Source: an optimization exercise on an open RTL-to-GDS flow (aim: a short achievable clock period and few clock cycles). Production flows keep margins and buffers that such runs may drop. For this run, only the layout was checked, not whether the RTL still works. Power and IR drop assume default switching activity.

[design/flow/run.sh]
#!/bin/bash
# synth_recipe.tcl (not shown) runs the flow's synth.tcl, then flattens the netlist and writes it again
# the make line also repeats each setting of config.mk as NAME=value (left out here)
make -C /OpenROAD-flow-scripts/flow DESIGN_CONFIG=/design/flow/config.mk WORK_HOME=/design/flow/orfs CLKGATE_MAP_FILE= SYNTH_SCRIPT=/design/flow/synth_recipe.tcl finish
[design/flow/config.mk]
export PLATFORM = sky130hd
export DESIGN_NAME = smm
export DESIGN_NICKNAME = smm
export VERILOG_FILES = /design/flow/design.v
export SDC_FILE = /design/flow/constraint.sdc
export NUM_CORES = 4
export LEC_CHECK = 0
export CAP_MARGIN = 20
export CORE_MARGIN = 2
export CORE_UTILIZATION = 40
export PLACE_DENSITY = 0.6
export SETUP_SLACK_MARGIN = 3.0
export SLEW_MARGIN = 20
export SYNTH_HIERARCHICAL = 1
export TNS_END_PERCENT = 100
[design/flow/constraint.sdc]
create_clock -name core_clock -period 5.0 [get_ports {clk}]
set_input_delay 1.0000 -clock core_clock [delete_from_list [all_inputs] [get_ports {clk}]]
set_output_delay 1.0000 -clock core_clock [all_outputs]
set_load 0.01 [all_outputs]
[design/flow/design.v]
module smm #(parameter N = 16, parameter LN = 4)
          (input clk, reset,
           input [7:0] readdata,
           output we,
           output [15:0] address,
           output [7:0] writedata);
  reg s_f, s_hi, s_lo, s_ld, s_st;
  reg k_ld, k_st;           
  reg [4:0] kj;             
  reg [15:0] PC;            
  reg [15:0] A;             
  reg [7:0] H;              
  reg [7:0] AC, R;
  reg zq;                   
  reg we_q;
  reg hq;                   
  reg [4:0] kq;             
  reg [15:0] tq;            
  reg hzq;                  
  reg [N-1:0] E;            
  reg [N-1:0] cv;
  reg [15:0] ctag [0:N-1];
  reg [22:0] cdat [0:N-1];  
  reg [LN-1:0] ptr;
  reg [N-1:0] R1, R3;       
  reg [N*N-1:0] ST;         
  function [15:0] add16(input [15:0] a, b, input cin);
    reg [15:0] g, p, pp;
    integer k, s;
    begin
      g = a & b;
      p = a ^ b;
      pp = p;
      g[0] = g[0] | (p[0] & cin);
      for (s = 1; s < 16; s = s * 2)
        for (k = 15; k >= s; k = k - 1) begin
          g[k] = g[k] | (pp[k] & g[k-s]);
          pp[k] = pp[k] & pp[k-s];
        end
      add16 = p ^ {g[14:0], cin};
    end
  endfunction
  wire [7:0] op = readdata;
  wire valid = (op[7:4] == 4'h0);
  wire z = zq;
  wire o_ld = valid & (op[3:0] == 4'h1);
  wire o_st = valid & (op[3:0] == 4'h2);
  wire o_jp = valid & (op[3:0] == 4'h5);
  wire o_jz = valid & (op[3:0] == 4'h6);
  wire o_jn = valid & (op[3:0] == 4'h7);
  wire three = o_ld | o_st | o_jp | (o_jz & z) | (o_jn & ~z);
  wire nt = (o_jz & ~z) | (o_jn & z);
  wire simple = valid & ~three & ~nt;
  wire c_ld = kq[0];
  wire c_tk = kq[2] | (kq[3] & z) | (kq[4] & ~z);
  wire [7:0] r_add, r_sub, r_inc, r_and, r_or, r_xor, r_not;
  wire z_r, z_add, z_sub, z_inc, z_and, z_or, z_xor, z_not;
  smm_alu alu(.ac(AC), .r(R), .add(r_add), .sub(r_sub), .inc(r_inc),
              .and_(r_and), .or_(r_or), .xor_(r_xor), .not_(r_not),
              .z_r(z_r), .z_add(z_add), .z_sub(z_sub), .z_inc(z_inc),
              .z_and(z_and), .z_or(z_or), .z_xor(z_xor), .z_not(z_not));
  reg [7:0] acs;
  reg zs;
  always @(*)
    case (op[3:0])
      4'h4: begin acs = R;     zs = z_r;   end
      4'h8: begin acs = r_add; zs = z_add; end
      4'h9: begin acs = r_sub; zs = z_sub; end
      4'hA: begin acs = r_inc; zs = z_inc; end
      4'hB: begin acs = 8'h00; zs = 1'b1;  end
      4'hC: begin acs = r_and; zs = z_and; end
      4'hD: begin acs = r_or;  zs = z_or;  end
      4'hE: begin acs = r_xor; zs = z_xor; end
      4'hF: begin acs = r_not; zs = z_not; end
      default: begin acs = AC; zs = zq;    end
    endcase
  wire [16*N-1:0] tags;
  wire [16*N-1:0] addrs;
  wire [23*N-1:0] dats;
  genvar g;
  generate
    for (g = 0; g < N; g = g + 1) begin : pk
      assign tags[16*g +: 16] = ctag[g];
      assign addrs[16*g +: 16] = cdat[g][15:0];
      assign dats[23*g +: 23] = cdat[g];
    end
  endgenerate
  wire [15:0] PC1 = add16(PC, 16'd1, 1'b0);
  wire [15:0] PC3 = add16(PC, 16'd3, 1'b0);
  wire haz = we_q & hzq;
  wire [N-1:0] rt;
  smm_row #(N) rowt(.e(E), .st(ST), .row(rt));
  wire h1, h3, ht;
  wire [22:0] d1, d3, dt;
  wire [N-1:0] m1 = R1 & cv;
  wire [N-1:0] m3 = R3 & cv & {N{~haz}};
  wire [N-1:0] mt = rt & cv;
  smm_sel #(N) l1(.m(m1), .dats(dats), .hit(h1), .d(d1));
  smm_sel #(N) l3(.m(m3), .dats(dats), .hit(h3), .d(d3));
  smm_sel #(N) lt(.m(mt), .dats(dats), .hit(ht), .d(dt));
  wire [15:0] a1 = (h1 & d1[21]) ? d1[15:0] : PC1;
  wire [15:0] a3 = (h3 & d3[21]) ? d3[15:0] : PC3;
  wire [15:0] at = (ht & dt[21]) ? dt[15:0] : tq;
  wire sel_t = s_f & hq & c_tk;
  wire sel_1 = s_f & ~hq & ~nt;
  wire lhit = sel_t ? ht : (sel_1 ? h1 : h3);
  wire [22:0] ldat = sel_t ? dt : (sel_1 ? d1 : d3);
  wire [N-1:0] lm = sel_t ? mt : (sel_1 ? m1 : m3);
  wire [15:0] anext = sel_t ? at : (sel_1 ? a1 : a3);
  wire [15:0] npc = sel_t ? tq : (sel_1 ? PC1 : PC3);
  wire [N-1:0] q_t1, q_t3, q_p2, q_p3, q_p4, q_p6;
  smm_cmp #(N) ct1(.tags(tags), .a(add16(tq, 16'd1, 1'b0)), .m(q_t1));
  smm_cmp #(N) ct3(.tags(tags), .a(add16(tq, 16'd3, 1'b0)), .m(q_t3));
  smm_cmp #(N) cp2(.tags(tags), .a(add16(PC, 16'd2, 1'b0)), .m(q_p2));
  smm_cmp #(N) cp3(.tags(tags), .a(PC3), .m(q_p3));
  smm_cmp #(N) cp4(.tags(tags), .a(add16(PC, 16'd4, 1'b0)), .m(q_p4));
  smm_cmp #(N) cp6(.tags(tags), .a(add16(PC, 16'd6, 1'b0)), .m(q_p6));
  wire r_1 = s_f & ~hq & simple;
  wire r_w = (s_f & ~hq & three) | s_hi | s_lo;
  wire [N-1:0] fmask = s_lo ? ~({{(N-1){1'b0}}, 1'b1} << ptr) : {N{1'b1}};
  wire [N-1:0] r1n = (sel_t ? q_t1 : (r_1 ? q_p2 : q_p4)) & fmask;
  wire [N-1:0] r3n = (sel_t ? q_t3 : (r_1 ? q_p4 : (r_w ? q_p3 : q_p6))) & fmask;
  wire [15:0] jt = {H, readdata};
  wire [N-1:0] col, rown;
  smm_cmp #(N) cc(.tags(addrs), .a(PC), .m(col));
  smm_cmp #(N) cr(.tags(tags), .a(jt), .m(rown));
  wire self = (jt == PC);
  wire [15:0] jd = add16(jt, ~PC, 1'b1);
  wire hzf = k_st & (jd[15:3] == 13'd0) & ((jd[2:0] == 3'd3) | (jd[2:0] == 3'd4) | (jd[2:0] == 3'd5));
  wire [15:0] Am1 = add16(A, 16'hFFFF, 1'b0);
  wire [15:0] Am2 = add16(A, 16'hFFFE, 1'b0);
  reg [N-1:0] inv;
  integer i, j;
  always @(*)
    for (i = 0; i < N; i = i + 1)
      inv[i] = we_q & ((ctag[i] == A) | (ctag[i] == Am1) | (ctag[i] == Am2));
  wire use_l = (s_f & (hq | simple | nt)) | s_ld | s_st;
  wire fill = s_lo;
  always @(posedge clk, posedge reset)
    if (reset) begin
      s_f <= 1'b1; s_hi <= 1'b0; s_lo <= 1'b0; s_ld <= 1'b0; s_st <= 1'b0;
      k_ld <= 1'b0; k_st <= 1'b0; kj <= 5'd0;
      PC <= 16'h0000; A <= 16'h0000; H <= 8'h00;
      AC <= 8'h00; R <= 8'h00; zq <= 1'b1; we_q <= 1'b0;
      hq <= 1'b0; kq <= 5'd0; tq <= 16'h0000; E <= {N{1'b0}}; hzq <= 1'b0;
      cv <= {N{1'b0}}; ptr <= {LN{1'b0}};
      R1 <= {N{1'b0}}; R3 <= {N{1'b0}};
    end else begin
      s_f <= (s_f & (hq | simple | nt)) | (s_lo & ~k_ld & ~k_st) | s_ld | s_st;
      s_hi <= s_f & ~hq & three;
      s_lo <= s_hi;
      s_ld <= s_lo & k_ld;
      s_st <= s_lo & k_st;
      we_q <= (s_lo & k_st) | (use_l & lhit & ldat[17]);
      if (s_f & ~hq & three) begin
        k_ld <= o_ld;
        k_st <= o_st;
        kj <= {o_jn, o_jz, o_jp, o_st, o_ld};
      end
      if (s_lo & ~k_ld & ~k_st) begin
        R1 <= {N{1'b0}};
        R3 <= {N{1'b0}};
      end else begin
        R1 <= r1n;
        R3 <= r3n;
      end
      if (use_l) begin
        hq <= lhit;
        kq <= ldat[20:16];
        tq <= ldat[15:0];
        hzq <= ldat[22];
        E <= lm;
        PC <= npc;
        A <= anext;
      end else if (s_f & ~hq & three) begin
        A <= PC1;
      end else if (s_hi) begin
        A <= add16(PC, 16'd2, 1'b0);
      end else if (s_lo) begin
        hq <= 1'b0;
        hzq <= hzf;
        A <= jt;
        if (~k_ld & ~k_st) PC <= jt;
      end
      if (s_hi) H <= readdata;
      if (s_f & ~hq & simple) begin
        AC <= acs;
        zq <= zs;
      end else if (s_ld | (s_f & hq & c_ld)) begin
        AC <= readdata;
        zq <= (readdata == 8'h00);
      end
      if (s_f & ~hq & simple & (op[3:0] == 4'h3)) R <= AC;
      for (i = 0; i < N; i = i + 1)
        cv[i] <= (fill & (ptr == i)) | (cv[i] & ~inv[i]);
      if (fill) ptr <= ptr + 1'b1;
    end
  always @(posedge clk)
    if (fill) begin
      ctag[ptr] <= PC;
      cdat[ptr] <= {hzf, kj[1] | kj[0], kj, jt};
      for (i = 0; i < N; i = i + 1)
        for (j = 0; j < N; j = j + 1)
          if (i == ptr && j == ptr) ST[N*i+j] <= self;
          else if (i == ptr) ST[N*i+j] <= rown[j];
          else if (j == ptr) ST[N*i+j] <= col[i];
    end
  assign we = we_q;
  assign address = A;
  assign writedata = AC;
endmodule
module smm_alu(input [7:0] ac, r,
               output [7:0] add, sub, inc, and_, or_, xor_, not_,
               output z_r, z_add, z_sub, z_inc, z_and, z_or, z_xor, z_not);
  function [7:0] add8(input [7:0] a, b, input cin);
    reg [7:0] g, p, pp;
    integer k, s;
    begin
      g = a & b;
      p = a ^ b;
      pp = p;
      g[0] = g[0] | (p[0] & cin);
      for (s = 1; s < 8; s = s * 2)
        for (k = 7; k >= s; k = k - 1) begin
          g[k] = g[k] | (pp[k] & g[k-s]);
          pp[k] = pp[k] & pp[k-s];
        end
      add8 = p ^ {g[6:0], cin};
    end
  endfunction
  assign add = add8(ac, r, 1'b0);
  assign sub = add8(ac, ~r, 1'b1);
  assign inc = add8(ac, 8'd0, 1'b1);
  assign and_ = ac & r;
  assign or_ = ac | r;
  assign xor_ = ac ^ r;
  assign not_ = ~ac;
  assign z_r = (r == 8'h00);
  assign z_add = ((ac ^ r) == {ac[6:0] | r[6:0], 1'b0});
  assign z_sub = (ac == r);
  assign z_inc = (ac == 8'hFF);
  assign z_and = ((ac & r) == 8'h00);
  assign z_or = ((ac | r) == 8'h00);
  assign z_xor = (ac == r);
  assign z_not = (ac == 8'hFF);
endmodule
module smm_cmp #(parameter N = 16)
               (input [16*N-1:0] tags, input [15:0] a, output [N-1:0] m);
  genvar g;
  generate
    for (g = 0; g < N; g = g + 1) begin : c
      assign m[g] = (tags[16*g +: 16] == a);
    end
  endgenerate
endmodule
module smm_row #(parameter N = 16)
               (input [N-1:0] e, input [N*N-1:0] st, output reg [N-1:0] row);
  integer i;
  always @(*) begin
    row = {N{1'b0}};
    for (i = 0; i < N; i = i + 1)
      row = row | ({N{e[i]}} & st[N*i +: N]);
  end
endmodule
module smm_sel #(parameter N = 16)
               (input [N-1:0] m, input [23*N-1:0] dats,
                output hit, output reg [22:0] d);
  integer i;
  assign hit = |m;
  always @(*) begin
    d = 23'd0;
    for (i = 0; i < N; i = i + 1)
      d = d | ({23{m[i]}} & dats[23*i +: 23]);
  end
endmodule
==> impl_metrics.yaml <==
synth:
  synthArstFlopShare: 0.152
  synth_top_area_share: 0.308
  synth-main-ff-cell: "edfxtp_1"
  yosysSeqAreaShare: 0.354
  synth_commonest_cells: "xnor2_1, edfxtp_1, nand4_1"
  synthCells: 8469
  synth_top_cell_by_area: "edfxtp_1"
  synth_edf_count: 880
  synth_cell_types: 97
  ys_top_cells_by_area: "edfxtp_1, xnor2_1, nand4_1, dfrtp_1, a221oi_1"
  syn_area_per_cell_um2: 10.1
  synth.ff_latch_count: 1038
  yosys_warnings: 10
  synth_most_common_cell: "xnor2_1"
  synth_area_um2: 85900
  synth_nets: 8540
finish:
  area_growth_pct: 38.8
  drive_above_1_share: 0.338
  finalNetCount: 9657
  multi_input_area_um2: 58400
  fill_cells: 17821
  seqCellArea_um2: 30600
die:
  die-area_um2: 218000
  io_pins: 35
  die_w_um: 467
  rows: 170
  coreArea_um2: 214000
  fp.dieH_um: 467
  initial_core_util: 0.401
drt:
  drt_pass1_iterations: 17
  wl_um: 583000
  vias: 92562
  via_per_inst: 7.35
  remaining_drc_errors: 0
  wl_per_cell_um: 46.3
  detail_route.iter0.violations: 18550
  ant_nets: 0
min_path:
  min_path_type: "primary input to flop"
  hp-start: "readdata[5]"
  min_to: "cdat[7][5]"
  hold_depth: 1
critical_path:
  cpPeakStageDelay_ns: 0.79
  critPathKind: "flop to flop"
  crit_path_max_fanout: 4
  crit_chain: "buf_12, inv_6, or4_4, nor4_4, xnor2_2, inv_2, buf_12, xnor2_4, nand4_1, nor4_2, mux2i_1, o21ai_1, nand2_1, a21oi_2"
  r2r_end: "R3[1]"
  required_ns: 5.75
  crit_path_end_kind: "flop"
  worstPathArrival_ns: 4.66
  path_common_cell: "buf_12"
  start_kind: "flop"
  r2r_cells: 14
  r2r-start: "PC[8]"
  slowest_stage: "nand4_1"
  r2r_setup_slack_ns: 1.09
power:
  combPwrFrac: 0.299
  p_per_area_nw_per_um2: 230
  ir_drop_v: 0.000338
  p_sw_uw: 9310
  p_sw_frac: 0.339
  sequentialPowerShare: 0.344
  pwr-share-clk: 0.358
  power.internal_uw: 18100
  p_leak_uw: 0.0418
  totalPowerFinal_uw: 27500
global_routing:
  grt.overflow.total: 0
  use_met3: 0.275
  met2_usage: 0.666
  antenna_found_initial: 57
  use_met1: 0.572
  first_global_vias: 82346
  grt_pass1_wl_um: 744000
  busiest_layer: "met2"
  track_usage: 0.502
  grt_max_degree: 56
flow_run:
  cap_viol_max_count: 0
timing:
  fmax_mhz: 256
  fin_crit_ns: 3.91
  setup_violations: 0
  maxSlewViolCount: 0
  grt_setup_unrepaired: "yes"
  max_slew_margin: 0.0970
  finalCritPeriodShare: 0.782
  hold_violations: 0
  worst_pin_slew_ns: 1.35
  fin_skew_ns: 0.0897
  fin_tns_setup_ns: 0
placement:
  io_buffers: 34
  place_hpwl_um: 341000
  globalplace.congestion: 1.09
clocking:
  cts_sinks: 1038
  cts_hold_buf: 0
  clk_latency_ns: 0.87
  cts_tree: "done"
  htreeDepth: 3
  cts_buffers: 120
  root_buffer: "clkbuf_16"
  clockBufferDepth: 3
  path_clk_slew_ns: 0.07
outcome:
  status: "complete, no violations"
-- state kept, by name, indices dropped and copies added (netlist names), 16 cells and up --
signal / cells
A: 16
E: 16
PC: 16
R1: 16
R3: 16
ST: 256
cdat: 368
ctag: 256
cv: 16
tq: 16
-- worst max-delay path, delay by kind of cell, from the launching register on --
family,cells,cell delay [ns]
and+or+nand+nor,5,2.14
xor gates and xnor gates,2,0.33
AOI/OAI and AO/OA,2,0.35
buffers and inverters,4,0.39
muxes,1,0.15
DFF,1,0.45
-- worst max-delay path by stage --
stage | startpoint | endpoint
floorplan | readdata[0] | cdat[0][22]
CTS | E[0] | A[14]
finish | PC[8] | R3[1]
detailed placement | E[4] | A[10]
global placement | E[4] | A[14]
global route | PC[1] | R3[1]
-- per-stage QoR --
step	util	cell area, um^2	instances	hold WS, ns	worst slack [ns]
6_report	0.557	119000	12593	0.451	1.09
5_1_grt	0.557	119000	12558	0.402	1.20
4_1_cts	0.526	112000	12208	0.437	1.58
3_5_place_dp	0.427	91300	11164	0.471	0.563
3_3_place_gp	0.426	91200	11162	0.465	0.521
2_1_floorplan	-	86900	8469	0.407	1.50
-- what timing repair did --
action | CTS | global route
setup buffers | 729 | 276
resized for setup | 1797 | 643
pin swaps | 449 | 317
cloned | 90 | 43
setup endpoints to repair | 1318 | 1163
-- per-module statistics from Yosys (local to each module, per instance), excerpt --
module,cell area (um^2),cells
smm,52000,4458
smm_alu,1130,159
-- cell families (layout without fill, tap and decap cells) --
logic type,count (synthesis),in the layout,synth area share
buffers and inverters,865,2076,0.0650
flip-flops,1038,1038,0.354
adder cells (fa/ha/maj),61,61,0.00915
other,0,66,0
AO/OA/AOI/OAI,1597,1601,0.142
multiplexers,107,107,0.0133
AND/OR/NAND/NOR,1981,1986,0.129
XOR/XNOR,2820,2820,0.288
-- layout make-up --
cell class / count / area share
multi-input cells: 6575 / 0.490
clock inverters: 83 / 0.00847
diodes: 66 / 0.00139
well taps: 2838 / 0.0298
flip-flops and latches: 1038 / 0.256
clock buffers: 142 / 0.0273
repair buffers: 1731 / 0.180
repair inverters: 1 / 0.0000525
inverters: 119 / 0.00649
-- routing by layer --
| layer | vias to the layer above | wire (um) | share of wire |
|---|---|---|---|
| met5 | - | 1220 | 0.0021 |
| met4 | 48 | 70700 | 0.12 |
| met3 | 3590 | 103000 | 0.18 |
| met2 | 10322 | 218000 | 0.37 |
| met1 | 44990 | 190000 | 0.33 |
| li1 | 33612 | - | - |
-- power groups by stage --
stage / clock [uW] / sequential [uW] / combinational, uW
floorplan: 0 / 9600 / 3800
global placement: 0 / 9680 / 5610
detailed placement: 0 / 9680 / 5650
CTS: 9690 / 9430 / 7170
global route: 10000 / 9430 / 8140
finish: 9820 / 9440 / 8190
-- cell usage in the layout, fill, tap and decap left out, types with 78 or more instances in the layout --
| cell type | n |
|---|---|
| nand4_1 | 667 |
| nor4_2 | 99 |
| xnor2_1 | 2335 |
| a221oi_2 | 93 |
| nand2_1 | 382 |
| buf_8 | 82 |
| edfxtp_1 | 880 |
| clkbuf_16 | 161 |
| a22o_1 | 330 |
| xnor2_2 | 157 |
| buf_6 | 279 |
| buf_4 | 913 |
| a21oi_1 | 130 |
| a31o_4 | 101 |
| nor2_1 | 196 |
| buf_12 | 294 |
| nand3_1 | 79 |
| dfrtp_1 | 78 |
| buf_16 | 94 |
| xor2_1 | 268 |
| a221oi_1 | 235 |

[port drivers added, routing unchanged]
In the flow no input, the clock included, has a driving cell. The finished layout below was timed again as built, in two steps.
Step 1 sets driving cells, clkbuf_16 on the clock port and buf_2 on the other inputs (assumed; they add their load-dependent delay and slew).
Step 2 moves the port delays by t, midway between the first and last clock arrival at a register: inputs arrive t later, outputs are due t later. That takes back most of the time a late clock gives input paths.
Three values: ideal, step 1, step 2; two values: the first two.
t (ns): 0.930
setup WS [ns]: 1.089 / 1.089 / 0.985
slew at the worst register clock pin (ns): 0.08 / 0.08
worst slew at a driven data input, ns: 0.27
pins driven straight from the clock port: 1
After both steps setup and hold are still met in this run. For this run, drivers alone change the setup slack by 0.000 ns; drivers and shift together by -0.104 ns.
